Context: an optimization exercise on an open-source flow, tuned for small area. The choices shown serve that exercise and are no tape-out recipe. Function was checked by simulation only, so behaviour that the tests miss may differ from the original. No driver is modelled on the clock port, so clocking that relies on it looks cheaper here than on a real chip. No activity file was given, so power comes from the tool's default toggle rates.

[flow/config.mk]
export PLATFORM = sky130hd
export DESIGN_NAME = top_2displays_counters
export DESIGN_NICKNAME = top_2displays_counters
export VERILOG_FILES = /design/flow/design.v
export SDC_FILE = /design/flow/constraint.sdc
export NUM_CORES = 4
export LEC_CHECK = 0
export CAP_MARGIN = 20
export CORE_MARGIN = 2
export CORE_UTILIZATION = 40
export SLEW_MARGIN = 20
[flow/constraint.sdc]
create_clock -name core_clock -period 10.0 [get_ports {clk}]
set_input_delay 2.0000 -clock core_clock [delete_from_list [all_inputs] [get_ports {clk}]]
set_output_delay 2.0000 -clock core_clock [all_outputs]
set_load 0.01 [all_outputs]
[flow/design.v]
`timescale 1ns/10ps
module async_reset
  (
    input wire    clk,
    input wire    CPU_RESETN,
    output logic  reset,
    output logic  reset_d1,
    output logic  reset_d2
   );
  logic [3:0] reset_sync;
  always_ff @(posedge clk) reset_sync <= {reset_sync[2:0], ~CPU_RESETN};
  assign reset    = reset_sync[1];
  assign reset_d1 = reset_sync[2];
  assign reset_d2 = reset_sync[3];
endmodule  
`timescale 1ns/10ps
module btn_debouncer
  (
    input wire    clk,
    input wire    reset,
    input wire    BTNC,
    output logic  button_down_d2
   );
  logic [2:0] button_sync;
  logic       counter_en;
  logic [7:0] button_debouncer;
  logic       button_down, button_down_d1;
  logic       rising, keep;
  logic [8:0] carry;
  assign rising = button_sync[1] & ~button_sync[2];
  assign keep   = ~reset & (counter_en | rising);
  assign carry[0] = counter_en;
  generate
    genvar k;
    for (k = 0; k < 8; k = k + 1) begin : inc
      assign carry[k+1] = carry[k] & button_debouncer[k];
    end
  endgenerate
  always @(posedge clk) begin
    button_sync      <= {button_sync[1:0], BTNC};
    button_debouncer <= (button_debouncer ^ carry[7:0]) & {8{keep}};
    counter_en       <= ~reset & ~carry[8] & button_sync[1] & (counter_en | ~button_sync[2]);
    button_down      <= ~reset & carry[8];
    button_down_d1   <= button_down;
    button_down_d2   <= button_down_d1;
  end
endmodule  
`timescale 1ns/10ps
module cathode_top
  (
   input wire [3:0]   encoded,
   output logic [6:0] cathode
   );
  always_comb begin
    case (encoded)
      4'h0: cathode = 7'b1000000;
      4'h1: cathode = 7'b1111001;
      4'h2: cathode = 7'b0100100;
      4'h3: cathode = 7'b0110000;
      4'h4: cathode = 7'b0011001;
      4'h5: cathode = 7'b0010010;
      4'h6: cathode = 7'b0000010;
      4'h7: cathode = 7'b1111000;
      4'h8: cathode = 7'b0000000;
      4'h9: cathode = 7'b0010000;
      4'hA: cathode = 7'b0001000;
      4'hB: cathode = 7'b0000011;
      4'hC: cathode = 7'b1000110;
      4'hD: cathode = 7'b0100001;
      4'hE: cathode = 7'b0000110;
      default: cathode = 7'b0001110;
    endcase
  end
endmodule
`timescale 1ns/10ps
module counter
  (
    input wire          clk,
    input wire          reset,
    input wire          button_down,
    output logic [7:0]  hex,
    output logic [7:0]  dec
   );
  logic [8:0] hc;
  logic [7:0] dt;
  logic       dcarry;
  assign hc[0] = button_down;
  generate
    genvar k;
    for (k = 0; k < 8; k = k + 1) begin : inc
      assign hc[k+1] = hc[k] & hex[k];
    end
  endgenerate
  function automatic [3:0] bcd_toggle(input [3:0] d);
    bcd_toggle[0] = 1'b1;
    bcd_toggle[1] = d[0] & ~d[3];
    bcd_toggle[2] = d[0] & d[1];
    bcd_toggle[3] = d[0] & (d[3] | (d[1] & d[2]));
  endfunction
  assign dcarry = button_down & dec[0] & dec[3];
  assign dt = {bcd_toggle(dec[7:4]) & {4{dcarry}}, bcd_toggle(dec[3:0]) & {4{button_down}}};
  always @(posedge clk) begin
    hex <= (hex ^ hc[7:0]) & {8{~reset}};
    dec <= (dec ^ dt) & {8{~reset}};
  end
endmodule  
`timescale 1ns/10ps
module seven_segment
  (
   input wire         clk,
   input wire         reset,
   output logic [1:0] anode_count
   );
  localparam logic [13:0] MASK = 14'h1eff;
  localparam logic [13:0] TERM = 14'h0675;
  logic [13:0] refresh_count;
  logic        last, clear;
  assign last  = ((refresh_count ^ TERM) & MASK) == 14'd0;
  assign clear = reset | last;
  always @(posedge clk) begin
    refresh_count <= ~({refresh_count[12:0], refresh_count[0] ^ refresh_count[13]} | {14{clear}});
    if (last) anode_count <= anode_count + 1'b1;
    if (reset) anode_count <= '0;
  end
endmodule
`timescale 1ns/10ps
module seven_segment_pmod
  (
   input wire         clk,
   input wire         sel,
   input wire  [6:0]  live,
   output logic [6:0] value
   );
  logic [6:0] held;
  assign value = sel ? live : held;
  always @(posedge clk) held <= value;
endmodule
`timescale 1ns/10ps
module top_2displays_counters
  (
    input wire          clk,
    input wire  [1:0]   BTNC_flat,
    input wire          CPU_RESETN,
    output logic [7:0]  anode_flat,
    output logic [15:0] cathode_flat,
    output logic        pmod_anodeSel,
    output logic [6:0]  pmod_cathode,
    output logic [23:0] LED_flat
   );
  logic reset, reset_d1, reset_d2;
  async_reset resetCleaner
    (
     .clk(clk), .CPU_RESETN(CPU_RESETN),
     .reset(reset), .reset_d1(reset_d1), .reset_d2(reset_d2)
    );
  logic [1:0] button_down;
  logic [1:0][7:0] hex, dec;
  logic [1:0][6:0] seg;
  logic [1:0] anode_count;
  seven_segment refresh_i
    (
     .clk(clk), .reset(reset_d1), .anode_count(anode_count)
    );
  generate
    genvar i;
    for (i = 0; i < 2; i = i + 1) begin : connects
      btn_debouncer btnClean_i
        (
         .clk(clk), .reset(reset), .BTNC(BTNC_flat[i]),
         .button_down_d2(button_down[i])
        );
      counter counter_i
        (
         .clk(clk), .reset(reset_d2), .button_down(button_down[i]),
         .hex(hex[i]), .dec(dec[i])
        );
      logic [3:0] digit;
      always_comb begin
        case (anode_count)
          2'd0: digit = dec[i][3:0];
          2'd1: digit = dec[i][7:4];
          2'd2: digit = hex[i][3:0];
          default: digit = hex[i][7:4];
        endcase
      end
      cathode_top ct_i (.encoded(digit), .cathode(seg[i]));
      assign anode_flat[4*i +: 4] = ~(4'b0001 << (2'd3 - anode_count));
      assign cathode_flat[8*i +: 8] = {1'b1, seg[i]};
    end
  endgenerate
  logic [6:0] pmod_seg;
  cathode_top ct_pmod_i
    (
     .encoded(anode_count[0] ? hex[0][7:4] : hex[0][3:0]),
     .cathode(pmod_seg)
    );
  assign pmod_cathode  = pmod_seg;
  assign pmod_anodeSel = ~anode_count[0];
  logic [6:0] led0, led1, led2;
  seven_segment_pmod led0_i (.clk(clk), .sel(anode_count == 2'd2), .live(~seg[0]), .value(led0));
  seven_segment_pmod led1_i (.clk(clk), .sel(anode_count == 2'd3), .live(~seg[0]), .value(led1));
  seven_segment_pmod led2_i (.clk(clk), .sel(~anode_count[0]),     .live(pmod_seg), .value(led2));
  assign LED_flat = {1'b1, led2, 1'b0, led1, 1'b0, led0};
endmodule  
[flow/flow/run.sh]
#!/bin/bash
# Standard ORFS layout (standard.sh) with these changes:
#  - synthesis without the half/full-adder extraction and the Kogge-Stone
#    adder map, and with an area-oriented ABC script (flow/area.abc) in place
#    of the delay-oriented one; registers are mapped exactly as in the
#    standard synthesis;
#  - port buffers use the smallest buffer cell;
#  - CTS with clkbuf_8 and no dummy loads, then each clock buffer shrunk to
#    the smallest size that keeps the clock pins' slew within a target
#    (flow/shrink.tcl).
set -euo pipefail
HERE=$(pwd)
{ cat <<'TCL'
proc abc {args} {
  set i [lsearch -exact $args -script]
  if {$i >= 0} { set args [lreplace $args [expr {$i + 1}] [expr {$i + 1}] $::env(AREA_ABC_SCRIPT)] }
  puts "abc (area script): $args"
  yosys abc {*}$args
}
TCL
cat synth_recipe.tcl; } > flow_synth.tcl
export AREA_ABC_SCRIPT=$HERE/flow/area.abc
SYN=(ADDER_MAP_FILE= SYNTH_OPERATIONS_ARGS=-nofsm SYNTH_SCRIPT=$HERE/flow_synth.tcl)
CTS="-sink_clustering_enable -dont_use_dummy_load -buf_list sky130_fd_sc_hd__clkbuf_8 -sink_clustering_size 50 -sink_clustering_max_diameter 200"
bash standard.sh "${SYN[@]}" synth > synth.log 2>&1
grep -q "abc (area script)" orfs/logs/sky130hd/top_2displays_counters/base/1_2_yosys.log
bash standard.sh "${SYN[@]}" \
  "BUFFER_PORTS_ARGS=-buffer_cell sky130_fd_sc_hd__buf_1" SKIP_REPAIR_TIE_FANOUT=1 \
  "CTS_ARGS=$CTS" "POST_CTS_TCL=$HERE/flow/shrink.tcl" finish > finish.log 2>&1
[flow/flow/area.abc]
strash
&get -n
&st
&synch2
&if -K 6
&mfs
&st
&deepsyn -J 1000 -T 300
&st
&dch
&nf -R 1000 -p
&put
topo
[flow/flow/shrink.tcl]
# Clock buffer downsizing after CTS: each clock buffer becomes the smallest
# clkbuf whose use keeps every flip-flop clock pin's slew below the target.
proc shrink_worst_clk_slew {} {
  set w 0
  foreach p [get_pins -hierarchical */CLK] {
    foreach k {slew_max_rise slew_max_fall} {
      set s [get_property $p $k]
      if {$s > $w} { set w $s }
    }
  }
  return $w
}
set shrink_target 0.118
set shrink_sizes {sky130_fd_sc_hd__clkbuf_1 sky130_fd_sc_hd__clkbuf_2 sky130_fd_sc_hd__clkbuf_4 sky130_fd_sc_hd__clkbuf_8 sky130_fd_sc_hd__clkbuf_16}
estimate_parasitics -placement
set shrink_start [shrink_worst_clk_slew]
set shrink_limit [expr {max($shrink_target, $shrink_start)}]
# leaf buffers (clkbuf_<level>_...) before the root (clkbuf_0_...)
set shrink_insts [lsort -decreasing -command {apply {{a b} {string compare [get_full_name $a] [get_full_name $b]}}} [get_cells clkbuf_*]]
foreach inst $shrink_insts {
  set orig [get_property $inst ref_name]
  set oi [lsearch $shrink_sizes $orig]
  if {$oi < 0} { continue }
  set chosen $orig
  for {set i 0} {$i < $oi} {incr i} {
    set m [lindex $shrink_sizes $i]
    replace_cell $inst $m
    estimate_parasitics -placement
    if {[shrink_worst_clk_slew] <= $shrink_limit} { set chosen $m; break }
  }
  replace_cell $inst $chosen
  estimate_parasitics -placement
  puts "shrink: [get_full_name $inst] $orig -> $chosen"
}
puts "shrink: worst clock pin slew [format %.1f [expr {$shrink_start * 1000}]] -> [format %.1f [expr {[shrink_worst_clk_slew] * 1000}]] ps"
[flow/standard.sh]
#!/bin/bash
# synth_recipe.tcl (not shown) runs the flow's synth.tcl, then flattens the netlist and writes it again
# the make line also repeats each setting of config.mk as NAME=value (left out here)
make -C /OpenROAD-flow-scripts/flow DESIGN_CONFIG=/design/flow/config.mk WORK_HOME=/design/flow/orfs CLKGATE_MAP_FILE= SYNTH_SCRIPT=/design/flow/synth_recipe.tcl "${@:-finish}"
==> results of run 1 <==
## Yosys cell counts, drive strengths merged (9+ instances only)
master | n | area (um^2)
o21a | 16 | 120
nor3 | 31 | 155
a21oi | 36 | 180
and2 | 10 | 62.6
dfxtp | 103 | 2060
and3 | 16 | 100
o21ai | 25 | 125
o22ai | 10 | 62.6
nor2 | 66 | 248
buf | 9 | 67.6
nor2b | 9 | 56.3
nand2 | 46 | 173
## placed cells by master (no fill, tap or decap), drive strengths merged, types with 16 or more instances in the layout
| cell | count |
|---|---|
| a21oi | 36 |
| dfxtp | 103 |
| nand2 | 46 |
| nor2 | 66 |
| o21ai | 25 |
| o21a | 16 |
| buf | 54 |
| nor3 | 31 |
| and3 | 16 |
## routing by layer
layer  track usage  wire (um)
met5             0          0
met4        0.0585        116
met3        0.0342        315
met2         0.252       3460
met1         0.183       3630
## power by group through the flow
stage	Sequential, mW	Clock (mW)	Combinational, mW
after global routing	0.435	0.199	0.0289
final	0.432	0.179	0.0248
after floorplan	0.440	0	0.0190
after global placement	0.442	0	0.0249
after detailed placement	0.442	0	0.0254
## area by class of cell
| cell class | count | area, um^2 |
|---|---|---|
| fill | 952 | 5050 |
| sequential | 103 | 2060 |
| multi-input combinational | 316 | 1680 |
| timing repair buffer | 54 | 203 |
| tap | 129 | 161 |
| clock buffer | 9 | 96.3 |
| inverter | 8 | 30.0 |
## flip-flops by register name, indices dropped and copies added (netlist names)
| name | count |
|---|---|
| connects.btnClean_i.button_down_d1 | 2 |
| led0_i.held | 7 |
| refresh_i.anode_count | 2 |
| led1_i.held | 7 |
| connects.btnClean_i.button_debouncer | 16 |
| connects.btnClean_i.button_down_d2 | 2 |
| led2_i.held | 7 |
| connects.counter_i.hex | 16 |
| connects.btnClean_i.button_sync | 6 |
| connects.counter_i.dec | 16 |
| connects.btnClean_i.counter_en | 2 |
| refresh_i.refresh_count | 14 |
| connects.btnClean_i.button_down | 2 |
| resetCleaner.reset_sync | 4 |
## path summary, 6_finish.rpt
kind                                                              end                                   from  depth (start not counted)
worst max-delay path                                      LED_flat[9]               refresh_i.anode_count[0]                         13
worst min-delay path            connects[1].btnClean_i.button_down_d2  connects[1].btnClean_i.button_down_d1                          0
worst max register to register                         led1_i.held[4]               refresh_i.anode_count[0]                         11
worst min register to register  connects[1].btnClean_i.button_down_d2  connects[1].btnClean_i.button_down_d1                          0
## kinds of logic after synthesis
family	after synthesis	synth area share
and+or+nand+nor	192	0.231
AOI/OAI and AO/OA	106	0.163
DFF	103	0.537
buffers and inverters	17	0.0254
muxes	11	0.0306
xor gates and xnor gates	5	0.0114
other	2	0.00195
==> impl_results.md, run 1 <==
* Final ANT Viol Nets at 0
* Achievable Freq at 166 MHz
* Synthesized flop and latch total at 103
* Syn Area/Cell at 8.81 um^2
* Die Area at 0.0104 mm^2
* Post-place setup slack at 4.44 ns
* DP HPWL at 5.51 mm
* I/O Buffers at 54
* DR pass1 iterations at 4
* Final setup vio count at 0
* Die width at 102 um
* Syn Inst Count at 436
* Drt total wl at 7.53 mm
* GRT Total Usage at 0.148
* Number of remaining DRC errors at 0
* Worst path required time at 8.00 ns
* Via/cell ratio at 5.02
* Status: timing/DRC/antenna clean
* Sequential Power Share at 0.679
* Ys async rst share at 0
* Synthesis warning total at 7
* Yosys cell types at 34
* Crit Path Category: register to primary output
* Starting Density at 0.414
* Design area at 0.00424 mm^2
* DR iter-0 viols at 115
* Tcrit/Tclk final at 0.601
* Sw frac at 0.223
* Crit path top cell by count: nor2_1
* CORE AREA at 0.00928 mm^2
* Crit-path cells: clkinv_1 > nor2_1 > a22oi_1 > nand2_1 > nor2_1 > nor2b_1 > clkinv_1 > a221oi_1 > nor2_1 > a21oi_1 > nor2_1 > o21ai_0 > buf_1
* Max rail drop VDD at 100 uV
* Max FO, Critical Path at 22
* Worst hold path class: register to register
* Number of synthesized flops with an enable pin at 0
* FP Rows at 35
* Sequential share of the synthesized area at 0.537
* Slowest CP cell: dfxtp_1
* Final layout net count at 496
* Sw Pwr at 0.142 mW
* Setup TNS at 0 ns
* Pin count of the biggest net entering global routing at 33
* CTS Sinks at 103
* Clock power frac at 0.282
* Power Dens Cells at 150 mW/mm^2
* Syn_nets at 440
* I/O pin total at 60
* Crit. End Element: primary output
* Skew-Pair Late Insertion Delay at 0.51 ns
* RePlAce Congestion at 0.875
* CTS tree: done
* Rel. slew slack at 0.479
* DR vias at 3,108
* Ant diodes at 0
* Clock Skew at 0.0302 ns
* Hold Violations, Final at 0
* Initial antenna violation count at 0
* Int Pwr at 0.494 mW
* Worst slew pin tran at 0.780 ns
* Max incr delay on CP at 0.83 ns
* Combinational Power Share at 0.039
* Crit path max-delay family: simple AND/OR/NAND/NOR gates
* Hold WS at 0.322 ns
* Number of global-route vias before repair at 2,737
* Max_cap viols at 0
* Arrival @ worst endpoint at 4.01 ns
* Leak at 1.62 nW
* Tot Pwr at 0.637 mW
* First-pass GRT wire length at 12.2 mm
* Residual overflow from global routing at 0
* WP buf/inv at 3
* Crit path time final at 6.01 ns
* Setup slack after layout at 3.99 ns
* Routed WL per cell at 12.2 um
* Final core occ at 0.456
* Clock-pin slew of the registers on the worst-case setup and hold paths at 0.11 ns
* Flop-to-flop setup slack at 6.52 ns
* Final Max Slew Viols at 0
* Share of layout cells above drive strength 1 at 0.0204
* Unrepaired setup endpoints after global routing: no
* DP Area at 0.00414 mm^2
* Die height at 102 um
* Placed insts at 610
* Area Growth Syn to Fin at 10.3%
* Startpoint Class: register
* Most common flop cell mapped by yosys: dfxtp_1
* Cell Area, Synth at 0.00384 mm^2
* Post-route insts no fill at 619
==> inputs of run 2 (changes only) <==
--- a/flow/design.v
+++ b/flow/design.v
@@ -81,13 +81,15 @@
     output logic [7:0]  hex,
     output logic [7:0]  dec
    );
-  logic [8:0] hc;
+  logic [7:2] hex_hi;
+  logic [8:2] hc;
   logic [7:0] dt;
   logic       dcarry;
-  assign hc[0] = button_down;
+  assign hex = {hex_hi, dec[1] ^ dec[4], dec[0]};
+  assign hc[2] = button_down & hex[0] & hex[1];
   generate
     genvar k;
-    for (k = 0; k < 8; k = k + 1) begin : inc
+    for (k = 2; k < 8; k = k + 1) begin : inc
       assign hc[k+1] = hc[k] & hex[k];
     end
   endgenerate
@@ -100,8 +102,8 @@
   assign dcarry = button_down & dec[0] & dec[3];
   assign dt = {bcd_toggle(dec[7:4]) & {4{dcarry}}, bcd_toggle(dec[3:0]) & {4{button_down}}};
   always @(posedge clk) begin
-    hex <= (hex ^ hc[7:0]) & {8{~reset}};
-    dec <= (dec ^ dt) & {8{~reset}};
+    hex_hi <= (hex_hi ^ hc[7:2]) & {6{~reset}};
+    dec    <= (dec ^ dt) & {8{~reset}};
   end
 endmodule  
 `timescale 1ns/10ps
==> impl_results.md, run 2 <==
* Status: timing/DRC/antenna clean
* Syn_nets at 419
* Achievable Freq at 157 MHz
* Final Max Slew Viols at 0
* Pin count of the biggest net entering global routing at 29
* Wire length on met2 at 3.01 mm
* Arrival @ worst endpoint at 4.36 ns
* Routed WL per cell at 12.1 um
* Via/cell ratio at 5.03
* Hold depth at 0
* Leak at 1.58 nW
* CTS tree: done
* Die height at 100 um
* Cell Area, Synth at 0.00369 mm^2
* Residual overflow from global routing at 0
* DR pass1 iterations at 4
* Final core occ at 0.447
* Max incr delay on CP at 0.75 ns
* Die Area at 0.0100 mm^2
* M1 WL at 3.55 mm
* Most common flop cell mapped by yosys: dfxtp_1
* Count leader, synth: dfxtp_1
* CORE AREA at 0.00911 mm^2
* Area leader, netlist: dfxtp_1
* I/O Buffers at 54
* Max FO, Critical Path at 19
* Crit Path Category: register to primary output
* Tot Pwr at 0.620 mW
* Clock power frac at 0.289
* Most common cell after layout, fill and taps aside: dfxtp_1
* Area Growth Syn to Fin at 10.2%
* Hold WS at 0.330 ns
* Design area at 0.00407 mm^2
* Synth top area share at 0.537
* Sw Pwr at 0.138 mW
* Max rail drop VDD at 94.0 uV
* Placed insts at 571
* Syn Area/Cell at 8.90 um^2
* Ant diodes at 0
* Sw frac at 0.222
* Setup slack after layout at 3.64 ns
* Final ANT Viol Nets at 0
* DR iter-0 viols at 95
* Setup TNS at 0 ns
* Synthesized flop and latch total at 99
* Power Dens Cells at 152 mW/mm^2
* Tcrit/Tclk final at 0.636
* CTS Sinks at 99
* Number of remaining DRC errors at 0
* Sequential Power Share at 0.671
* Post-place setup slack at 4.11 ns
* Number of global-route vias before repair at 2,744
* Most frequent cells in the layout: dfxtp_1 (99), nor2_1 (57), buf_1 (54), nand2_1 (50), o21ai_0 (30)
* Number of synthesized flops with an enable pin at 0
* Final layout net count at 475
* Drt total wl at 7.05 mm
* Hold Violations, Final at 0
* DR vias at 2,918
* Worst hold path class: register to register
* Crit. End Element: primary output
* Sequential share of the synthesized area at 0.537
* Share of layout cells above drive strength 1 at 0.0192
* GRT Total Usage at 0.150
* Largest regs: connects.btnClean_i.button_debouncer (16), connects.counter_i.dec (16), refresh_i.refresh_count (14)
* Post-route insts no fill at 580
* Rel. slew slack at 0.335
* Top cells by area, synth: dfxtp_1 (54%), nor2_1 (5.8%), nand2_1 (5.1%)
* Skew-Pair Late Insertion Delay at 0.52 ns
* Startpoint Class: register
* Starting Density at 0.405
* Metal3 WL at 390 um
* Clock Skew at 0.0341 ns
* R2R depth at 10
* Clock-pin slew of the registers on the worst-case setup and hold paths at 0.08 ns
* Worst path required time at 8.00 ns
* Final setup vio count at 0
* List of most frequent post-synthesis cells: dfxtp_1 (99), nor2_1 (57), nand2_1 (50)
* FP Rows at 35
* Synthesis warning total at 7
* Max_cap viols at 0
* Int Pwr at 0.482 mW
* Combinational Power Share at 0.039
* Yosys cell types at 35
* Slowest CP cell: dfxtp_1
* Ys async rst share at 0
* Die width at 100 um
* RePlAce Congestion at 0.808
* Crit path time final at 6.36 ns
* Crit-path cells: clkinv_1 > nor2_1 > clkinv_1 > mux2i_1 > nand2b_1 > nor3b_1 > a21oi_1 > a211oi_1 > a21oi_1 > o21ai_0 > buf_1
* DP HPWL at 5.04 mm
* Worst slew pin tran at 0.997 ns
* DP Area at 0.00397 mm^2
* Top Metal Used: met4
* Unrepaired setup endpoints after global routing: no
* First-pass GRT wire length at 12.0 mm
* Initial antenna violation count at 0
* I/O pin total at 60
* Syn Inst Count at 415
-- run 2: cell types whose count changed after synthesis, moves of 4 or more --
cell	change
a31oi_1	-5
nand2_1	+4
nor2_1	-9
o22ai_1	-4
o21a_1	-5
a21oi_1	-7
dfxtp_1	-4
clkinv_1	-4
and2_0	+4
nor2b_1	-5
o21ai_0	+5
-- run 2: path summary, 6_finish.rpt --
check	startpoint	to	slack [ns]
worst max-delay path	refresh_i.anode_count[0]	LED_flat[2]	3.64
worst min-delay path	connects[0].btnClean_i.button_down	connects[0].btnClean_i.button_down_d1	0.33
worst max register to register	refresh_i.anode_count[0]	led0_i.held[2]	6.25
worst min register to register	connects[0].btnClean_i.button_down	connects[0].btnClean_i.button_down_d1	0.33
-- run 2: power groups by stage --
stage	combinational [mW]	clock (mW)	sequential [mW]
floorplan	0.0185	0	0.423
global placement	0.0241	0	0.425
detailed placement	0.0248	0	0.426
global route	0.0292	0.204	0.419
finish	0.0245	0.179	0.416
-- run 2: worst max-delay path: cells and delay by family (launching register included) --
family / cells / cell delay [ns]
mux: 1 / 0.31
flops: 1 / 0.75
buf+inv: 3 / 0.99
simple gates: 3 / 0.92
compound gates: 4 / 0.90
-- run 2: kinds of logic after synthesis --
kind of cell,synth area share
other cells,0.00203
simple gates,0.252
xor+xnor,0.0142
mux,0.0291
flops,0.537
compound gates,0.143
buf+inv,0.0224
-- run 2: layer usage --
metal  vias up  GRT usage
met4         0     0.0632
met3         8     0.0362
met1      1291      0.194
li1       1542          -
met2        77      0.239
met5         -          0
-- run 2: area by class of cell --
class / instances / area [um^2]
clock buffers: 9 / 103
well taps: 111 / 139
flip-flops and latches: 99 / 1980
fillers: 934 / 5040
inverters: 4 / 15.0
multi-input cells: 303 / 1630
repair buffers: 54 / 203
==> inputs of run 3 (changes only) <==
--- a/flow/design.v
+++ b/flow/design.v
@@ -18,18 +18,22 @@
   (
     input wire    clk,
     input wire    reset,
+    input wire    reset_d2,
     input wire    BTNC,
     output logic  button_down_d2
    );
   logic [2:0] button_sync;
   logic       counter_en;
   logic [7:0] button_debouncer;
-  logic       button_down, button_down_d1;
+  logic       fire;
+  logic [1:0] pulse;    
   logic       rising, keep;
   logic [8:0] carry;
   assign rising = button_sync[1] & ~button_sync[2];
   assign keep   = ~reset & (counter_en | rising);
   assign carry[0] = counter_en;
+  assign fire = ~reset & carry[8];
+  assign button_down_d2 = pulse[1] & ~pulse[0];
   generate
     genvar k;
     for (k = 0; k < 8; k = k + 1) begin : inc
@@ -40,9 +44,7 @@
     button_sync      <= {button_sync[1:0], BTNC};
     button_debouncer <= (button_debouncer ^ carry[7:0]) & {8{keep}};
     counter_en       <= ~reset & ~carry[8] & button_sync[1] & (counter_en | ~button_sync[2]);
-    button_down      <= ~reset & carry[8];
-    button_down_d1   <= button_down;
-    button_down_d2   <= button_down_d1;
+    pulse            <= {pulse[0], ~reset_d2 & (fire | (pulse[0] & ~pulse[1]))};
   end
 endmodule  
 `timescale 1ns/10ps
@@ -168,7 +170,7 @@
     for (i = 0; i < 2; i = i + 1) begin : connects
       btn_debouncer btnClean_i
         (
-         .clk(clk), .reset(reset), .BTNC(BTNC_flat[i]),
+         .clk(clk), .reset(reset), .reset_d2(reset_d2), .BTNC(BTNC_flat[i]),
          .button_down_d2(button_down[i])
         );
       counter counter_i
==> impl_results.md, run 3 <==
* Power Dens Cells at 146 mW/mm^2
* Gr busiest metal: met2
* Count leader, synth: dfxtp_1
* Clock-pin slew of the registers on the worst-case setup and hold paths at 0.10 ns
* Leak at 1.55 nW
* Hold depth at 0
* Achievable Freq at 142 MHz
* Tcrit/Tclk final at 0.706
* Synth top area share at 0.524
* Synthesized flop and latch total at 97
* M2 GR Usage at 0.233
* Drt total wl at 6.99 mm
* GRT Total Usage at 0.145
* Number of synthesized flops with an enable pin at 0
* Crit path time final at 7.06 ns
* Routed WL per cell at 11.9 um
* Area taken by multi-input logic gates at 0.00165 mm^2
* Share of layout cells above drive strength 1 at 0.0189
* DR pass1 iterations at 4
* Most frequent cells in the layout: dfxtp_1 (96), buf_1 (54), nor2_1 (53), nand2_1 (39)
* CORE AREA at 0.00911 mm^2
* Status: timing/DRC/antenna clean
* CTS Sinks at 97
* Syn Inst Count at 421
* Final layout net count at 481
* Max incr delay on CP at 0.78 ns
* Fillers at 918
* Syn Area/Cell at 8.81 um^2
* Final ANT Viol Nets at 0
* Syn_nets at 425
* Starting Density at 0.407
* Worst hold path class: register to register
* Crit. End Element: primary output
* DR iter-0 viols at 62
* Die height at 100 um
* First-pass GRT wire length at 11.8 mm
* I/O Buffers at 54
* Pin count of the biggest net entering global routing at 33
* Skew-Pair Late Insertion Delay at 0.75 ns
* Startpoint Class: register
* Yosys cell types at 37
* I/O pin total at 60
* RR Startpoint: refresh_i.anode_count[0]
* Number of remaining DRC errors at 0
* Cell Area, Synth at 0.00371 mm^2
* Final setup vio count at 0
* Worst Hold End: resetCleaner.reset_sync[1]
* Crit Path Category: register to primary output
* Residual overflow from global routing at 0
* Area Growth Syn to Fin at 9.99%
* Arrival @ worst endpoint at 5.06 ns
* Largest regs: connects.btnClean_i.button_debouncer (16), connects.counter_i.dec (16), refresh_i.refresh_count (14)
* RePlAce Congestion at 0.855
* Slowest CP cell: dfxtp_1
* Synthesis warning total at 7
* Die width at 100 um
* Hold path startpoint: resetCleaner.reset_sync[0]
* Max_cap viols at 0
* Met3 GRT Util at 0.0390
* Top cells by area, synth: dfxtp_1 (52%), nor2_1 (5.4%), a21oi_1 (4.7%)
* DP HPWL at 5.15 mm
* Initial antenna violation count at 0
* Reg2reg end: led1_i.held[1]
* List of most frequent post-synthesis cells: dfxtp_1 (97), nor2_1 (53), nand2_1 (39)
* Clock Skew at 0.0382 ns
* CTS tree: done
* Max rail drop VDD at 98.7 uV
* Worst path required time at 8.00 ns
* Worst slew pin tran at 0.939 ns
* Crit path top cell by count: o21ai_0
* Rel. slew slack at 0.372
* Max FO, Critical Path at 20
* Number of global-route vias before repair at 2,635
* Sequential share of the synthesized area at 0.524
* Flop-to-flop setup slack at 5.79 ns
* Tot Pwr at 0.594 mW
* Design area at 0.00408 mm^2
* FP Rows at 35
* Hold Violations, Final at 0
* Most common flop cell mapped by yosys: dfxtp_1
* R2R depth at 12
* DP Area at 0.00398 mm^2
* Met1 GRT Util at 0.188
* Ys async rst share at 0
* Area leader, netlist: dfxtp_1
* DR vias at 2,983
* Crit-path cells: clkinv_1 > nor2_1 > clkinv_1 > o21ai_0 > nor2b_1 > nor3_1 > o21ai_0 > o21ai_0 > a31oi_1 > o21ai_0 > o21bai_1 > o21ai_0 > buf_1
* Most common cell after layout, fill and taps aside: dfxtp_1
* Die Area at 0.0101 mm^2
* Unrepaired setup endpoints after global routing: no
* Setup TNS at 0 ns
* Ant diodes at 0
* Final Max Slew Viols at 0
* Register Area at 0.00194 mm^2
* Via/cell ratio at 5.09
[run 3: cell types whose count changed after synthesis, sizes merged, moves of 6 or more]
| cell | previous run | this run |
|---|---|---|
| nand2 | 50 | 39 |
| o21ai | 30 | 23 |
| clkinv | 4 | 14 |
| nor3 | 29 | 35 |
| a21oi | 29 | 35 |
[run 3: report_power, final]
part	total, mW	switching (mW)	internal, mW
Sequential	0.406	0.00728	0.399
Combinational	0.0204	0.0128	0.00763
Clock	0.167	0.108	0.0593
[run 3: layout make-up]
cell class,instances,share of cell area
inverter,14,0.0129
multi-input combinational,301,0.404
timing repair buffer,54,0.0497
tap,111,0.0340
sequential,97,0.476
clock buffer,9,0.0233
[run 3: through the flow]
stage          instances  worst slack [ns]   util  hold slack [ns]
6_report             586              2.94  0.448            0.335
5_1_grt              586              2.18  0.448            0.342
3_3_place_gp         577              3.95  0.437            0.313
2_1_floorplan        421              4.02      -            0.310
3_5_place_dp         577              3.75  0.437            0.313
[run 3: metal layers]
metal,part of all wire,wire length [um]
met5,0,0
met4,0.013,93
met3,0.051,356
met2,0.45,3110
met1,0.49,3430
[run 3: critical path: cells and delay by family, from the launching register on]
| family | cells | cell delay [ns] |
|---|---|---|
| flip-flops | 1 | 0.78 |
| AND/OR/NAND/NOR | 3 | 0.81 |
| AO/OA/AOI/OAI | 7 | 1.83 |
| buffers and inverters | 3 | 0.88 |
[run 3: logic make-up (layout without fill, tap and decap cells)]
kind of cell | count (synthesis) | after routing | synth area share
xor+xnor | 7 | 7 | 0.0165
other cells | 2 | 2 | 0.00203
compound gates | 92 | 92 | 0.150
buf+inv | 23 | 77 | 0.0324
flops | 97 | 97 | 0.524
mux | 9 | 9 | 0.0263
simple gates | 191 | 191 | 0.249
[run 3: how the worst max path moves through the flow]
| stage | from | to | slack, ns | cells past startpoint |
|---|---|---|---|---|
| 5_1_grt | refresh_i.anode_count[0] | LED_flat[9] | 2.18 | 13 |
| 3_3_place_gp | refresh_i.anode_count[0] | LED_flat[9] | 3.95 | 13 |
| 3_5_place_dp | refresh_i.anode_count[0] | LED_flat[9] | 3.75 | 13 |
| 6_report | refresh_i.anode_count[0] | LED_flat[9] | 2.94 | 13 |
| 2_1_floorplan | refresh_i.anode_count[0] | LED_flat[9] | 4.02 | 10 |
==> inputs of run 4 (changes only) <==
==> flow/flow/run.sh (replaced) <==
#!/bin/bash
# Standard ORFS layout (standard.sh) with these changes:
#  - synthesis without the half/full-adder extraction and the Kogge-Stone
#    adder map, and with an area-oriented ABC script (flow/area.abc) in place
#    of the delay-oriented one, run with six seeds of its randomised step,
#    keeping the smallest mapping; registers are mapped exactly as in the
#    standard synthesis;
#  - port buffers use the smallest buffer cell;
#  - CTS with clkbuf_8 and no dummy loads, then each clock buffer shrunk to
#    the smallest size that keeps the clock pins' slew within a target
#    (flow/shrink.tcl).
set -euo pipefail
HERE=$(pwd)
{ cat <<'TCL'
# ABC mapping with an area-oriented script (AREA_ABC_SCRIPT), run once per
# seed in AREA_ABC_SEEDS; the mapping with the smallest cell area is kept.
proc abc {args} {
  set i [lsearch -exact $args -script]
  set lib [lindex $args [expr {[lsearch -exact $args -liberty] + 1}]]
  set tf [open $::env(AREA_ABC_SCRIPT)]
  set template [read $tf]
  close $tf
  yosys design -save abc_pre
  set best_area ""
  set best_seed ""
  foreach seed $::env(AREA_ABC_SEEDS) {
    yosys design -load abc_pre
    set script [file join $::env(OBJECTS_DIR) "area_abc_seed$seed.abc"]
    set f [open $script w]
    puts -nonewline $f [string map [list @SEED@ $seed] $template]
    close $f
    set a [lreplace $args [expr {$i + 1}] [expr {$i + 1}] $script]
    puts "abc (area script, seed $seed): $a"
    yosys abc {*}$a
    set st [tee -q -s result.string stat -liberty $lib]
    regexp {Chip area for module[^:]*:\s*([0-9.]+)} $st -> area
    puts "abc seed $seed: area $area"
    yosys design -save abc_seed$seed
    if {$best_area eq "" || $area < $best_area} {
      set best_area $area
      set best_seed $seed
    }
  }
  puts "abc: keeping seed $best_seed (area $best_area)"
  yosys design -load abc_seed$best_seed
}
TCL
cat synth_recipe.tcl; } > flow_synth.tcl
export AREA_ABC_SCRIPT=$HERE/flow/area.abc
export AREA_ABC_SEEDS="0 1 2 3 4 5"
SYN=(ADDER_MAP_FILE= SYNTH_OPERATIONS_ARGS=-nofsm SYNTH_SCRIPT=$HERE/flow_synth.tcl)
CTS="-sink_clustering_enable -dont_use_dummy_load -buf_list sky130_fd_sc_hd__clkbuf_8 -sink_clustering_size 50 -sink_clustering_max_diameter 200"
bash standard.sh "${SYN[@]}" synth > synth.log 2>&1
grep -q "abc: keeping seed" orfs/logs/sky130hd/top_2displays_counters/base/1_2_yosys.log
bash standard.sh "${SYN[@]}" \
  "BUFFER_PORTS_ARGS=-buffer_cell sky130_fd_sc_hd__buf_1" SKIP_REPAIR_TIE_FANOUT=1 \
  "CTS_ARGS=$CTS" "POST_CTS_TCL=$HERE/flow/shrink.tcl" finish > finish.log 2>&1
==> flow/flow/area.abc (replaced) <==
strash
&get -n
&st
&synch2
&if -K 6
&mfs
&st
&deepsyn -J 1000 -T 300 -S @SEED@
&st
&dch
&nf -R 1000 -p
&put
topo
==> impl_results.md, run 4 <==
* Worst slew pin tran at 0.810 ns
* Share of layout cells above drive strength 1 at 0.0236
* Hold depth at 0
* Placed insts at 565
* Tcrit/Tclk final at 0.653
* FP Rows at 34
* GRT Total Usage at 0.148
* Final layout net count at 472
* DR iter-0 viols at 183
* Worst hold path class: register to register
* Final Max Slew Viols at 0
* RePlAce Congestion at 0.823
* First-pass GRT wire length at 11.8 mm
* I/O pin total at 60
* Max incr delay on CP at 0.62 ns
* Crit. End Element: primary output
* Synth top area share at 0.529
* Leak at 1.55 nW
* Crit Path Category: register to primary output
* Number of global-route vias before repair at 2,586
* WP depth at 14
* Worst path required time at 8.00 ns
* List of most frequent post-synthesis cells: dfxtp_1 (97), nor2_1 (65), a21oi_1 (39)
* Number of remaining DRC errors at 0
* Rel. slew slack at 0.458
* Ant diodes at 0
* CORE AREA at 0.00881 mm^2
* Pin count of the biggest net entering global routing at 33
* Routed WL per cell at 12.1 um
* Hold Violations, Final at 0
* Area Growth Syn to Fin at 9.89%
* CTS tree: done
* Combinational Power Share at 0.039
* Status: timing/DRC/antenna clean
* Final ANT Viol Nets at 0
* Clock Skew at 0.0250 ns
* Power Dens Cells at 146 mW/mm^2
* R2R depth at 13
* Sequential Power Share at 0.690
* Slowest CP cell: dfxtp_1
* DR pass1 iterations at 5
* Crit path max-delay family: simple AND/OR/NAND/NOR gates
* Skew-Pair Late Insertion Delay at 0.50 ns
* Post-place setup slack at 4.04 ns
* Syn_nets at 415
* Yosys cell types at 38
* Sw frac at 0.220
* Die height at 99.8 um
* Clock-pin slew of the registers on the worst-case setup and hold paths at 0.10 ns
* Starting Density at 0.417
* Max FO, Critical Path at 13
* Setup TNS at 0 ns
* Final setup vio count at 0
* Crit-path cells: clkinv_1 > nor2_1 > clkinv_1 > o22ai_1 > a21oi_1 > nor2b_1 > a21oi_1 > nor2_1 > or3_1 > o21ai_0 > nand2b_1 > o21ai_0 > o21ai_0 > buf_1
* Sequential share of the synthesized area at 0.529
* Synthesized flop and latch total at 97
* CTS Sinks at 97
* Sw Pwr at 0.130 mW
* DR vias at 2,935
* Achievable Freq at 153 MHz
* Setup slack after layout at 3.47 ns
* Ys async rst share at 0
* Largest regs: connects.btnClean_i.button_debouncer (16), connects.counter_i.dec (16), refresh_i.refresh_count (14)
* Residual overflow from global routing at 0
* Die Area at 0.00996 mm^2
* Max rail drop VDD at 85.2 uV
* Via/cell ratio at 5.11
* Startpoint Class: register
* Area leader, netlist: dfxtp_1
* Unrepaired setup endpoints after global routing: no
* Final core occ at 0.458
* Max_cap viols at 0
* Post-route insts no fill at 574
* Crit path time final at 6.53 ns
* Die width at 99.8 um
* DP HPWL at 5.11 mm
* Initial antenna violation count at 0
* Most common cell after layout, fill and taps aside: dfxtp_1
* Cell Area, Synth at 0.00367 mm^2
* Synthesis warning total at 7
* Clock power frac at 0.272
* Tot Pwr at 0.590 mW
* Crit path top cell by count: o21ai_0
* Top cells by area, synth: dfxtp_1 (53%), nor2_1 (6.6%), a21oi_1 (5.3%)
* Syn Area/Cell at 8.93 um^2
* Syn Inst Count at 411
* Int Pwr at 0.461 mW
* Arrival @ worst endpoint at 4.53 ns
* WP buf/inv at 3
* Most common flop cell mapped by yosys: dfxtp_1
* Count leader, synth: dfxtp_1
* I/O Buffers at 54
* Number of synthesized flops with an enable pin at 0
* Drt total wl at 6.95 mm
* Most frequent cells in the layout: dfxtp_1 (96), nor2_1 (65), buf_1 (54), a21oi_1 (39)
==> run 4: cell types whose count changed after synthesis, sizes merged, moves of 5 or more <==
cell	before	now
nor2	53	65
o21ai	23	12
nand2	39	31
nand2b	0	7
clkinv	14	8
o21a	7	12
==> run 4: power groups by stage <==
stage	clock network, mW	logic, mW	registers, mW
final	0.160	0.0229	0.407
after global routing	0.185	0.0262	0.409
after detailed placement	0	0.0232	0.416
after global placement	0	0.0228	0.416
after floorplan	0	0.0177	0.414
==> run 4: logic make-up (layout without fill, tap and decap cells) <==
| family | Yosys count | after routing | synth area share |
|---|---|---|---|
| muxes | 8 | 8 | 0.0235 |
| xor gates and xnor gates | 8 | 8 | 0.0191 |
| DFF | 97 | 97 | 0.529 |
| buffers and inverters | 17 | 72 | 0.0266 |
| and+or+nand+nor | 190 | 190 | 0.250 |
| AOI/OAI and AO/OA | 89 | 89 | 0.150 |
| other | 2 | 2 | 0.00205 |
==> run 4: path summary, 6_finish.rpt <==
| kind | slack (ns) | end | from |
|---|---|---|---|
| setup / recovery | 3.47 | LED_flat[8] | refresh_i.anode_count[0] |
| hold / removal | 0.32 | connects[1].btnClean_i.button_sync[1] | connects[1].btnClean_i.button_sync[0] |
| setup reg to reg | 6.05 | led1_i.held[0] | refresh_i.anode_count[0] |
| hold reg to reg | 0.32 | connects[1].btnClean_i.button_sync[1] | connects[1].btnClean_i.button_sync[0] |
==> run 4: area by class of cell <==
type	instances	area [um^2]
clock buffers	9	83.8
fillers	865	4770
inverters	8	30.0
multi-input cells	297	1630
flip-flops and latches	97	1940
well taps	108	135
repair buffers	55	210
==> run 4: worst register-to-register path, delay by kind of cell (launching register included) <==
kind                   cells  cell delay [ns]
and+or+nand+nor            5             1.32
AOI/OAI and AO/OA          6             1.26
buffers and inverters      2             0.68
DFF                        1             0.62
==> run 4: layer usage <==
layer  vias to the layer above  wire (um)  global-route usage
li1                       1545          -                   -
met1                      1325       3450               0.203
met2                        55       3120               0.220
met3                        10        245              0.0306
met4                         0        130              0.0738
met5                         -          0                   0
==> run 4: stage by stage <==
stage | hold WS (ns) | cell area, um^2
3_5_place_dp | 0.312 | 3950
3_3_place_gp | 0.313 | 3950
6_report | 0.324 | 4030
5_1_grt | 0.340 | 4030
2_1_floorplan | 0.310 | 3670
==> inputs of run 5 (changes only) <==
--- a/flow/config.mk
+++ b/flow/config.mk
@@ -5,7 +5,7 @@
 export SDC_FILE = /design/flow/constraint.sdc
 export NUM_CORES = 4
 export LEC_CHECK = 0
-export CAP_MARGIN = 20
+export CAP_MARGIN = 5
 export CORE_MARGIN = 2
 export CORE_UTILIZATION = 40
-export SLEW_MARGIN = 20
+export SLEW_MARGIN = 5
==> impl_results.md, run 5 <==
* Clock power frac at 0.272
* Syn_nets at 415
* CTS tree: done
* Fillers at 866
* Rel. slew slack at 0.282
* Int Pwr at 0.461 mW
* Most common flop cell mapped by yosys: dfxtp_1
* Status: timing/DRC/antenna clean
* Most common cell after layout, fill and taps aside: dfxtp_1
* Syn Inst Count at 411
* Hold depth at 0
* Worst slew pin tran at 1.08 ns
* CORE AREA at 0.00881 mm^2
* Starting Density at 0.417
* Synthesized flop and latch total at 97
* Cell Area, Synth at 0.00367 mm^2
* Sequential Power Share at 0.690
* Number of global-route vias before repair at 2,586
* GRT Total Usage at 0.148
* Final ANT Viol Nets at 0
* Sw frac at 0.220
* Achievable Freq at 153 MHz
* Setup TNS at 0 ns
* Synth top area share at 0.529
* Design area at 0.00403 mm^2
* Startpoint Class: register
* Skew-Pair Late Insertion Delay at 0.50 ns
* Tot Pwr at 0.590 mW
* Reg2reg end: led1_i.held[0]
* I/O pin total at 60
* Pin count of the biggest net entering global routing at 33
* Leak at 1.55 nW
* Area Growth Syn to Fin at 9.85%
* R2R depth at 13
* Synthesis warning total at 7
* Crit path time final at 6.53 ns
* Max rail drop VDD at 85.2 uV
* Initial antenna violation count at 0
* DP Area at 0.00395 mm^2
* Syn Area/Cell at 8.93 um^2
* Flop-to-flop setup slack at 6.05 ns
* Final core occ at 0.458
* Unrepaired setup endpoints after global routing: no
* DR vias at 2,935
* Worst path required time at 8.00 ns
* Ant diodes at 0
* Count leader, synth: dfxtp_1
* Area leader, netlist: dfxtp_1
* Yosys cell types at 38
* Routed WL per cell at 12.1 um
* M1 WL at 3.45 mm
* Combinational Power Share at 0.039
* Worst hold path class: register to register
* FP Rows at 34
* Sw Pwr at 0.130 mW
* Slowest CP cell: dfxtp_1
* First-pass GRT wire length at 11.8 mm
* Crit path top cell by count: o21ai_0
* Area taken by multi-input logic gates at 0.00163 mm^2
* Die width at 99.8 um
* Metal3 WL at 245 um
* Top cells by area, synth: dfxtp_1 (53%), nor2_1 (6.6%), a21oi_1 (5.3%)
* Crit-path cells: clkinv_1 > nor2_1 > clkinv_1 > o22ai_1 > a21oi_1 > nor2b_1 > a21oi_1 > nor2_1 > or3_1 > o21ai_0 > nand2b_1 > o21ai_0 > o21ai_0 > buf_1
* RePlAce Congestion at 0.823
* Max_cap viols at 0
* Post-route insts no fill at 574
* List of most frequent post-synthesis cells: dfxtp_1 (97), nor2_1 (65), a21oi_1 (39)
* Final Max Slew Viols at 0
* Arrival @ worst endpoint at 4.53 ns
* CTS Sinks at 97
* Post-place setup slack at 4.04 ns
* RR Startpoint: refresh_i.anode_count[0]
* Via/cell ratio at 5.11
* Crit. End Element: primary output
* Register Area at 0.00194 mm^2
* Final setup vio count at 0
* Share of layout cells above drive strength 1 at 0.0215
* Sequential share of the synthesized area at 0.529
* Ys async rst share at 0
* I/O Buffers at 54
* Number of synthesized flops with an enable pin at 0
* DR iter-0 viols at 183
* Hold path startpoint: connects[1].btnClean_i.button_sync[0]
* Tcrit/Tclk final at 0.653
* Residual overflow from global routing at 0
* Setup slack after layout at 3.47 ns
* Die Area at 0.00996 mm^2
* Max FO, Critical Path at 13
* DR pass1 iterations at 5
* Max incr delay on CP at 0.62 ns
* Power Dens Cells at 146 mW/mm^2
* Clock Skew at 0.0250 ns
* Drt total wl at 6.95 mm
* Placed insts at 565
* Hold WS at 0.324 ns
* Die height at 99.8 um
* Most frequent cells in the layout: dfxtp_1 (97), nor2_1 (65), buf_1 (54), a21oi_1 (39)
* Wire length on met2 at 3.12 mm
* Worst Hold End: connects[1].btnClean_i.button_sync[1]
* Clock-pin slew of the registers on the worst-case setup and hold paths at 0.10 ns
* Number of remaining DRC errors at 0
* Final layout net count at 472
* DP HPWL at 5.11 mm
* Crit Path Category: register to primary output
* Top Metal Used: met4
* Hold Violations, Final at 0
* Largest regs: connects.btnClean_i.button_debouncer (16), connects.counter_i.dec (16), refresh_i.refresh_count (14)
run 5: cell counts after synthesis:
No cell type changed its count.
run 5: worst max-delay path: cells and delay by family (launching register included):
kind | cells | cell delay, ns
AOI/OAI and AO/OA | 6 | 1.25
buffers and inverters | 3 | 0.86
DFF | 1 | 0.62
and+or+nand+nor | 5 | 1.31
run 5: cell families after synthesis:
group	share of synthesized area
buffers and inverters	0.0266
and+or+nand+nor	0.250
other	0.00205
muxes	0.0235
AOI/OAI and AO/OA	0.150
DFF	0.529
xor gates and xnor gates	0.0191
run 5: layer usage:
| metal | vias up | GRT usage |
|---|---|---|
| met5 | - | 0 |
| met4 | 0 | 0.0738 |
| met3 | 10 | 0.0306 |
| met2 | 55 | 0.220 |
| met1 | 1325 | 0.203 |
| li1 | 1545 | - |
run 5: power groups by stage:
stage / sequential (mW) / clock [mW] / combinational (mW)
after floorplan: 0.414 / 0 / 0.0177
after global routing: 0.409 / 0.185 / 0.0263
after detailed placement: 0.416 / 0 / 0.0232
after global placement: 0.416 / 0 / 0.0228
final: 0.407 / 0.160 / 0.0229
run 5: how the worst max path moves through the flow:
stage	slack [ns]	from	endpoint	cells after the start
after detailed placement	4.04	refresh_i.anode_count[0]	LED_flat[8]	14
after global routing	2.99	refresh_i.anode_count[0]	LED_flat[8]	14
after global placement	4.21	refresh_i.anode_count[0]	LED_flat[8]	14
after floorplan	4.23	refresh_i.anode_count[0]	LED_flat[8]	13
final	3.47	refresh_i.anode_count[0]	LED_flat[8]	14
run 5: cell type report:
cell class | instances | area share
Sequential cell | 97 | 0.482
Multi-Input combinational cell | 297 | 0.404
Timing Repair Buffer | 55 | 0.0521
Tap cell | 108 | 0.0335
Clock buffer | 9 | 0.0208
Inverter | 8 | 0.00745
==> inputs of run 6 (changes only) <==
--- a/flow/flow/run.sh
+++ b/flow/flow/run.sh
@@ -2,7 +2,7 @@
 # Standard ORFS layout (standard.sh) with these changes:
 #  - synthesis without the half/full-adder extraction and the Kogge-Stone
 #    adder map, and with an area-oriented ABC script (flow/area.abc) in place
-#    of the delay-oriented one, run with six seeds of its randomised step,
+#    of the delay-oriented one, run with ten seeds of its randomised step,
 #    keeping the smallest mapping; registers are mapped exactly as in the
 #    standard synthesis;
 #  - port buffers use the smallest buffer cell;
@@ -47,7 +47,7 @@
 TCL
 cat synth_recipe.tcl; } > flow_synth.tcl
 export AREA_ABC_SCRIPT=$HERE/flow/area.abc
-export AREA_ABC_SEEDS="0 1 2 3 4 5"
+export AREA_ABC_SEEDS="0 1 2 3 4 5 6 7 8 9"
 SYN=(ADDER_MAP_FILE= SYNTH_OPERATIONS_ARGS=-nofsm SYNTH_SCRIPT=$HERE/flow_synth.tcl)
 CTS="-sink_clustering_enable -dont_use_dummy_load -buf_list sky130_fd_sc_hd__clkbuf_8 -sink_clustering_size 50 -sink_clustering_max_diameter 200"
 bash standard.sh "${SYN[@]}" synth > synth.log 2>&1
--- a/flow/config.mk
+++ b/flow/config.mk
@@ -5,7 +5,7 @@
 export SDC_FILE = /design/flow/constraint.sdc
 export NUM_CORES = 4
 export LEC_CHECK = 0
-export CAP_MARGIN = 5
+export CAP_MARGIN = 20
 export CORE_MARGIN = 2
 export CORE_UTILIZATION = 40
-export SLEW_MARGIN = 5
+export SLEW_MARGIN = 20
==> impl_results.md, run 6 <==
* Status: timing/DRC/antenna clean
* Arrival @ worst endpoint at 4.53 ns
* Clock Skew at 0.0250 ns
* Count leader, synth: dfxtp_1
* Final ANT Viol Nets at 0
* First-pass GRT wire length at 11.8 mm
* Cell Area, Synth at 0.00367 mm^2
* Synth top area share at 0.529
* Worst hold path class: register to register
* Residual overflow from global routing at 0
* I/O Buffers at 54
* Max rail drop VDD at 85.2 uV
* Power Dens Cells at 146 mW/mm^2
* DP HPWL at 5.11 mm
* CORE AREA at 0.00881 mm^2
* Unrepaired setup endpoints after global routing: no
* Drt total wl at 6.95 mm
* Tot Pwr at 0.590 mW
* Final layout net count at 472
* Area Growth Syn to Fin at 9.89%
* Synthesis warning total at 7
* Number of global-route vias before repair at 2,586
* Final core occ at 0.458
* Skew-Pair Late Insertion Delay at 0.50 ns
* Synthesized flop and latch total at 97
* Initial antenna violation count at 0
* Syn Area/Cell at 8.93 um^2
* Max_cap viols at 0
* Worst slew pin tran at 0.810 ns
* Achievable Freq at 153 MHz
* Syn Inst Count at 411
* Max FO, Critical Path at 13
* Crit Path Category: register to primary output
* Rel. slew slack at 0.458
* DR iter-0 viols at 183
* Setup TNS at 0 ns
* Number of remaining DRC errors at 0
* Most common flop cell mapped by yosys: dfxtp_1
* Die height at 99.8 um
* DR vias at 2,935
* Sequential share of the synthesized area at 0.529
* Final Max Slew Viols at 0
* Design area at 0.00403 mm^2
* Ant diodes at 0
* Flop-to-flop setup slack at 6.05 ns
* Die width at 99.8 um
* Pin count of the biggest net entering global routing at 33
* RePlAce Congestion at 0.823
* CTS tree: done
* Yosys cell types at 38
* GRT Total Usage at 0.148
* CTS Sinks at 97
* Share of layout cells above drive strength 1 at 0.0236
* Die Area at 0.00996 mm^2
* Worst path required time at 8.00 ns
* Largest regs: connects.btnClean_i.button_debouncer (16), connects.counter_i.dec (16), refresh_i.refresh_count (14)
* Leak at 1.55 nW
* Crit path time final at 6.53 ns
* Syn_nets at 415
* Crit. End Element: primary output
* Most frequent cells in the layout: dfxtp_1 (96), nor2_1 (65), buf_1 (54), a21oi_1 (39)
* Tcrit/Tclk final at 0.653
* Via/cell ratio at 5.11
* Ys async rst share at 0
* DP Area at 0.00395 mm^2
* Final setup vio count at 0
* Startpoint Class: register
* List of most frequent post-synthesis cells: dfxtp_1 (97), nor2_1 (65), a21oi_1 (39)
* FP Rows at 34
* DR pass1 iterations at 5
* Number of synthesized flops with an enable pin at 0
* Routed WL per cell at 12.1 um
* I/O pin total at 60
* Most common cell after layout, fill and taps aside: dfxtp_1
* Starting Density at 0.417
* Hold Violations, Final at 0
* Top cells by area, synth: dfxtp_1 (53%), nor2_1 (6.6%), a21oi_1 (5.3%)
* Area leader, netlist: dfxtp_1
* Clock-pin slew of the registers on the worst-case setup and hold paths at 0.10 ns
==> run 6: cell type report <==
type	count	area, um^2
fill	865	4770
sequential	97	1940
multi-input combinational	297	1630
timing repair buffer	55	210
tap	108	135
clock buffer	9	83.8
inverter	8	30.0
==> run 6: worst max-delay path, stage by stage (launching register included) <==
cell and delay, ns:
dfxtp_1 0.62, clkinv_1 0.41, nor2_1 0.50, clkinv_1 0.27, o22ai_1 0.23, a21oi_1 0.13, nor2b_1 0.20, a21oi_1 0.18
nor2_1 0.11, or3_1 0.35, o21ai_0 0.35, nand2b_1 0.15, o21ai_0 0.13, o21ai_0 0.23, buf_1 0.18
==> run 6: through the flow <==
| step | worst slack (ns) | cells | hold WS [ns] |
|---|---|---|---|
| after floorplan | 4.23 | 411 | 0.310 |
| after global placement | 4.21 | 565 | 0.313 |
| after detailed placement | 4.04 | 565 | 0.312 |
| after global routing | 2.99 | 574 | 0.340 |
| final | 3.47 | 574 | 0.324 |
==> run 6: final timing paths <==
kind	startpoint	end	depth (start not counted)
min	connects[1].btnClean_i.button_sync[0]	connects[1].btnClean_i.button_sync[1]	0
max reg2reg	refresh_i.anode_count[0]	led1_i.held[0]	13
min reg2reg	connects[1].btnClean_i.button_sync[0]	connects[1].btnClean_i.button_sync[1]	0
max	refresh_i.anode_count[0]	LED_flat[8]	14
==> run 6: layer usage <==
| layer | vias to the layer above | wire length, um | track usage |
|---|---|---|---|
| li1 | 1545 | - | - |
| met4 | 0 | 130 | 0.0738 |
| met1 | 1325 | 3450 | 0.203 |
| met3 | 10 | 245 | 0.0306 |
| met2 | 55 | 3120 | 0.220 |
| met5 | - | 0 | 0 |
==> run 6: where the power goes <==
part	leakage, nW	internal (mW)	total [mW]	switching (mW)
sequential	0.794	0.400	0.407	0.00734
combinational	0.702	0.00875	0.0229	0.0141
clock	0.0487	0.0520	0.160	0.108
==> run 6: logic make-up after synthesis <==
| family | synth area share |
|---|---|
| other cells | 0.00205 |
| compound gates | 0.150 |
| buf+inv | 0.0266 |
| simple gates | 0.250 |
| flops | 0.529 |
| mux | 0.0235 |
| xor+xnor | 0.0191 |

static timing again, ports no longer ideal:
No port has a modelled driver above. Below, the same layouts with a new extraction and two added sets of constraints. Step 1 assumes that a clkbuf_16 drives the clock port and a buf_2 every other input. Step 2 adds t to the input delays and takes it off the output delays; t is the mean of the earliest and latest rising clock arrival at the registers after step 1. Input paths then give back, and output paths get back, about the clock's delay inside the block. Slacks: no drivers / after step 1 / after step 2; pairs: no drivers / after step 1.
run	t (ns)	slack for setup (ns)	clock arrival spread, ns	pins driven straight from the clock port
run 1	0.527	3.985 / 3.956 / 4.483	0.030 / 0.030	1
run 2	0.536	3.637 / 3.608 / 4.144	0.034 / 0.034	1
run 3	0.764	2.941 / 2.911 / 3.675	0.038 / 0.039	1
run 4	0.518	3.473 / 3.443 / 3.961	0.025 / 0.025	1
run 5	0.518	3.473 / 3.443 / 3.961	0.025 / 0.025	1
run 6	0.518	3.473 / 3.443 / 3.961	0.025 / 0.025	1
After both steps setup and hold are still met in every run listed.
